This is an optimization exercise on Yosys and OpenROAD, whose aim is small area, a short achievable clock period and few clock cycles per item, not a production implementation. RTL that was checked went through simulation tests only; none was proved equivalent to the original.

alpha:
==> flow/design.v (excerpt) <==
module	cpuops(i_clk,i_reset, i_stb, i_op, i_a, i_b, o_c, o_f, o_valid,
			o_busy);
	input	wire	i_clk, i_reset, i_stb;
	input	wire	[3:0]	i_op;
	input	wire	[31:0]	i_a, i_b;
	output	wire	[31:0]	o_c;
	output	wire	[3:0]	o_f;
	output	reg		o_valid;
	output	wire		o_busy;
	reg	[31:0]	r_x, r_y;
	reg		r_cin;
	reg		r_add, r_sub, r_csh, pre_sign, set_ovfl, keep_sgn_on_ovfl;
	wire	this_is_a_multiply_op;
	assign	this_is_a_multiply_op = (i_stb)&&((i_op[3:1]==3'h5)||(i_op[3:0]==4'hc));
	wire		mpybusy, mpylast, mpy_cin;
	wire	[31:0]	mpy_x, mpy_y;
	mpyop	thempy(i_clk, i_reset, this_is_a_multiply_op, i_op[1:0],
		i_a, i_b, r_x, mpybusy, mpylast, mpy_x, mpy_y, mpy_cin);
	wire	[31:0]	next_x, next_y;
	wire		next_cin, next_csh;
	aluop	thealu(mpybusy, mpylast, i_op, i_a, i_b, mpy_x, mpy_y, mpy_cin,
			r_x, next_x, next_y, next_cin, next_csh);
	always @(posedge i_clk)
	begin
		r_x   <= next_x;
		r_y   <= next_y;
		r_cin <= next_cin;
		r_csh <= next_csh;
		r_add <= !mpybusy && (i_op == 4'h2);
		r_sub <= !mpybusy && (i_op == 4'h0);
		pre_sign <= i_a[31];
		set_ovfl <= !mpybusy && (((i_op==4'h0)&&(i_a[31] != i_b[31]))
			||((i_op==4'h2)&&(i_a[31] == i_b[31]))
			||(i_op == 4'h6)
			||(i_op == 4'h5));
		keep_sgn_on_ovfl <= !mpybusy &&
			(((i_op==4'h0)&&(i_a[31] != i_b[31]))
			||((i_op==4'h2)&&(i_a[31] == i_b[31])));
	end
	wire	[33:0]	osum = { 1'b0, r_x, r_cin } + { 1'b0, r_y, r_cin };
	assign	o_c = osum[32:1];
	wire	carry = osum[33];
	wire	[31:0]	zk = { r_x[30:0] | r_y[30:0], r_cin };
	wire	z = &((r_x ^ r_y) ~^ zk);
	assign	o_busy = mpybusy;
	wire	n = (o_c[31]);
	wire	v = (set_ovfl)&&(pre_sign != o_c[31]);
	wire	vx = (keep_sgn_on_ovfl)&&(pre_sign != o_c[31]);
	wire	c = (r_add & carry) | (r_sub & !carry) | r_csh;
	assign	o_f = { v, n^vx, c, z };
	always @(posedge i_clk)
	if (i_reset)
		o_valid <= 1'b0;
	else
		o_valid <=((i_stb)&&(!this_is_a_multiply_op))||(mpylast);
endmodule
For scale: about 3,100 cells after synthesis, about 190 flip-flops, about 110 I/O pins, about 22,000 um^2 of cells after synthesis.
export LEC_CHECK = 0
export ABC_AREA = 1
export CAP_MARGIN = 20
export CORE_MARGIN = 2
export CORE_UTILIZATION = 45
export SLEW_MARGIN = 20
create_clock -name core_clock -period 10.0 [get_ports {i_clk}]
standard.sh (not shown) runs the stock make flow with config.mk's settings and CLKGATE_MAP_FILE= SYNTH_SCRIPT=/design/flow/synth_recipe.tcl, a recipe that flattens the netlist after the stock synthesis.
==> flow/flow/run.sh <==
#!/bin/bash
# The standard layout, with the port buffers made of plain buffers
# (sky130_fd_sc_hd__buf_2) instead of the delay cell buffer_ports picks,
# timing repair free to resize them, and aiming at a setup slack of 5.25 ns. The make log goes to standard_flow.log.
set -euo pipefail
bash standard.sh MATCH_CELL_FOOTPRINT=0 SETUP_SLACK_MARGIN=5.25 "BUFFER_PORTS_ARGS=-buffer_cell sky130_fd_sc_hd__buf_2" finish > standard_flow.log 2>&1
Testbench counts of alpha, summed over its fixed seeds: cycles 28,765, items 16,384.
The inputs of beta differ from those of alpha as listed below.
==> flow/flow/run.sh <==
#!/bin/bash
# The standard layout, with the port buffers made of plain buffers
# (sky130_fd_sc_hd__buf_1) instead of the delay cell buffer_ports picks,
# and timing repair free to resize them. The make log goes to standard_flow.log.
set -euo pipefail
bash standard.sh MATCH_CELL_FOOTPRINT=0 "BUFFER_PORTS_ARGS=-buffer_cell sky130_fd_sc_hd__buf_1" finish > standard_flow.log 2>&1
diff --git a/flow/config.mk b/flow/config.mk
--- a/flow/config.mk
+++ b/flow/config.mk
@@ -11 +11,2 @@
-export CORE_UTILIZATION = 45
+export CORE_UTILIZATION = 40
+export SETUP_SLACK_MARGIN = 5
- Of the two values seen for critical path capture point, o_c[27] was produced by alpha and r_x[18] by beta.
- [beta vs alpha] number of global-route vias before repair: lower in beta
- The final design area excluding fillers number comes out higher for alpha vs beta.
Edits applied to the flow inputs when going from beta to gamma:
==> flow/flow/run.sh <==
#!/bin/bash
# The standard layout, with the port buffers made of plain buffers
# (sky130_fd_sc_hd__buf_2) instead of the delay cell buffer_ports picks,
# and timing repair free to resize them. The make log goes to standard_flow.log.
set -euo pipefail
bash standard.sh MATCH_CELL_FOOTPRINT=0 "BUFFER_PORTS_ARGS=-buffer_cell sky130_fd_sc_hd__buf_2" finish > standard_flow.log 2>&1
diff --git a/flow/config.mk b/flow/config.mk
--- a/flow/config.mk
+++ b/flow/config.mk
@@ -11 +11 @@
-export CORE_UTILIZATION = 40
+export CORE_UTILIZATION = 45
Findings:
gamma: PASS, flow complete, no timing, DRC or antenna violations. [compare] base=beta new=gamma: detailed-placement wirelength estimate rose by 8.6%; met1 routing resource usage after global routing has increased. beta reports its highest-delay cell along the critical path as dfxtp_1 while gamma reports fa_2.
What delta does differently from gamma at the input level:
diff --git a/flow/config.mk b/flow/config.mk
--- a/flow/config.mk
+++ b/flow/config.mk
@@ -11 +11 @@
-export CORE_UTILIZATION = 45
+export CORE_UTILIZATION = 40
--- outcome ---
Lower total number of cells along the worst setup path among gamma and delta: delta. Last element of the critical path: o_f[3] -> gamma, o_c[27] -> delta. The total standard cell area after synthesis on delta is in line with that on gamma. delta: shortest clock period the worst path allows after layout higher than gamma.


Another version of the RTL of cpuops (not shown whole).
Size in the first run: ~2700 cells after synthesis, roughly 150 flip-flops, about 110 I/O pins.
Settings: LEC_CHECK=0, CAP_MARGIN=20, CORE_MARGIN=2, CORE_UTILIZATION=40, SETUP_SLACK_MARGIN=4.5, SLEW_MARGIN=20; clock period 10.0 ns.
run.sh (not shown) runs the stock make flow with config.mk's settings and CLKGATE_MAP_FILE= SYNTH_SCRIPT=/design/flow/synth_recipe.tcl, a recipe that flattens the netlist after the stock synthesis.
Stock flow here: none of the scripts above is used.
The first run ran to the end with no violations.
Then changed:
==> flow/flow/run.sh (new file) <==
#!/bin/bash
# The standard layout, with timing repair free to resize the port buffers
# (MATCH_CELL_FOOTPRINT=0). Each tool's output goes to its own log here.
set -euo pipefail
bash standard.sh MATCH_CELL_FOOTPRINT=0 finish > standard_flow.log 2>&1
==> flow/standard.sh (new file) <==
#!/bin/bash
# synth_recipe.tcl (not shown) runs the flow's synth.tcl, then flattens the netlist and writes it again
# the make line also repeats each setting of config.mk as NAME=value (left out here)
make -C /OpenROAD-flow-scripts/flow DESIGN_CONFIG=/design/flow/config.mk WORK_HOME=/design/flow/orfs CLKGATE_MAP_FILE= SYNTH_SCRIPT=/design/flow/synth_recipe.tcl "${@:-finish}"
- SETUP_SLACK_MARGIN: 4.5 -> 3
removed: flow/run.sh
What happened: The new run completed without violations. Cell count went down by about 2%. Wire length falls by about 3.4%. Cell area came out lower by about 7%. Global-route usage drops by 0.48 points. Via count decreases by about 2.6%.
Then changed:
==> flow/run.sh (new file) <==
#!/bin/bash
# synth_recipe.tcl (not shown) runs the flow's synth.tcl, then flattens the netlist and writes it again
# the make line also repeats each setting of config.mk as NAME=value (left out here)
make -C /OpenROAD-flow-scripts/flow DESIGN_CONFIG=/design/flow/config.mk WORK_HOME=/design/flow/orfs CLKGATE_MAP_FILE= SYNTH_SCRIPT=/design/flow/synth_recipe.tcl finish
removed: flow/flow/run.sh
removed: flow/standard.sh
Effect:
- utilization stays flat
- first-iteration DRC count went up slightly
- die area does not change
- non-clock buffer count goes up by 4
- via count hardly moves
- hold slack loses 0.019 ns
No run of this note included a check of the RTL's function; only the layout flow was run.


build 43:
Another version of the RTL of cpuops (not shown whole).
Size in the first run: roughly 3200 cells after synthesis, roughly 140 flip-flops, ~0.025 mm^2 of cells after synthesis.
clock: 10.0 ns
lec_check: 0
cap_margin: 20
core_margin: 2
core_utilization: 40
setup_slack_margin: 3
slew_margin: 20
Stock flow here: none of the scripts above is used.
Changes in build 52 relative to build 43:
# build 43
export LEC_CHECK = 0
export CAP_MARGIN = 20
export CORE_MARGIN = 2
export CORE_UTILIZATION = 40
export SETUP_SLACK_MARGIN = 3
export SLEW_MARGIN = 20
create_clock -name core_clock -period 10.0 [get_ports {i_clk}]
# build 52
export LEC_CHECK = 0
export CAP_MARGIN = 20
export CORE_MARGIN = 2
export CORE_UTILIZATION = 40
export SETUP_SLACK_MARGIN = 4
export SLEW_MARGIN = 20
create_clock -name core_clock -period 10.0 [get_ports {i_clk}]
==> comparison <==
- Of build 52 and build 43, the lower number of global-route vias before repair belongs to build 43.
- In terms of synthesized flop and latch total, build 52 and build 43 differ only marginally.
- The higher final worst-path setup slack of build 52 and build 43 is in build 52.
- Going from build 43 to build 52, sequential share of layout area decreased by 0.87 points relative to the old numbers; non-clock buffer count increased by 85 relative to the old numbers.
- Launch point of the critical path: thempy.acc[2]$_SDFF_PP0_ -> build 43, thempy.bsh[1]$_DFF_P_ -> build 52
- Build 52 vs. build 43: via count rose by 3.5%, first-pass GRT wire length increased 2600 um, buffering overhead grew by 2.6 points, number of cells traversed by the worst register-to-register path climbed about 8%.
## Diff of input files: build 51 against build 52
# build 52
export LEC_CHECK = 0
export CAP_MARGIN = 20
export CORE_MARGIN = 2
export CORE_UTILIZATION = 40
export SETUP_SLACK_MARGIN = 4
export SLEW_MARGIN = 20
create_clock -name core_clock -period 10.0 [get_ports {i_clk}]
# build 51
export LEC_CHECK = 0
export ABC_CLOCK_PERIOD_IN_PS = 4500
export CAP_MARGIN = 20
export CORE_MARGIN = 2
export CORE_UTILIZATION = 40
export SETUP_SLACK_MARGIN = 5
export SLEW_MARGIN = 20
create_clock -name core_clock -period 10.0 [get_ports {i_clk}]
[summary]
Re pre-CTS worst setup slack: build 52 was higher than build 51.
The design area reported for build 51 is greater than that of build 52 by 2.6%.
For count of inverters other than clock inverters in the layout, build 52 and build 51 come out practically identical.
The critical path depth in build 51 is 1.4 times that in build 52.
NOTE global-route wire length before repair build 52->build 51 increased slightly
Number of antenna violations at the first check in global routing was higher in the run labelled build 51.
Diff build 52 -> build 51: clock-buffer cell count climbed 1, area occupied by multi-input gates climbed 160 um^2, area added between synthesis and finish climbed 3.1 points.
Function was not checked in any run of this note: the RTL went through the layout flow alone.

-- what the ideal ports hide --
In the flow no input, the clock included, has a driving cell. The finished layouts below were timed again as built, in two steps.
Step 1 (the two cells are an assumption about what drives the block):
set clk [get_ports {i_clk}]
set_driving_cell -lib_cell sky130_fd_sc_hd__clkbuf_16 $clk
set_driving_cell -lib_cell sky130_fd_sc_hd__buf_2 [delete_from_list [all_inputs] $clk]
Step 2 adds t to the input delays and takes it off the output delays; t is the mean of the earliest and latest rising clock arrival at the registers after step 1. Input paths then give back, and output paths get back, about the clock's delay inside the block.
a / b / c = ideal ports / drivers / drivers and shift; a / b = the first two.
run | t, ns | slack for setup (ns) | worst register clock-pin slew, ns
alpha | 0.548 | 5.166 / 5.110 / 4.984 | 0.09 / 0.09
beta | 0.533 | 5.049 / 5.040 / 5.049 | 0.08 / 0.08
gamma | 0.549 | 5.067 / 5.011 / 5.018 | 0.08 / 0.08
delta | 0.552 | 5.048 / 4.991 / 5.025 | 0.08 / 0.08
the first run of note 2 | 0.493 | 3.113 / 3.113 / 3.113 | 0.08 / 0.08
the second run of note 2 | 0.486 | 3.196 / 3.196 / 3.082 | 0.08 / 0.08
the third run of note 2 | 0.483 | 3.129 / 3.129 / 3.089 | 0.07 / 0.07
build 43 | 0.502 | 3.097 / 3.097 / 2.807 | 0.07 / 0.07
build 52 | 0.490 | 3.297 / 3.297 / 3.297 | 0.07 / 0.07
build 51 | 0.512 | 3.171 / 3.171 / 3.171 | 0.08 / 0.08
After both steps every run listed still meets setup and hold. For build 43, which loses most, drivers alone change the setup slack by 0.000 ns; drivers and shift together by -0.290 ns.
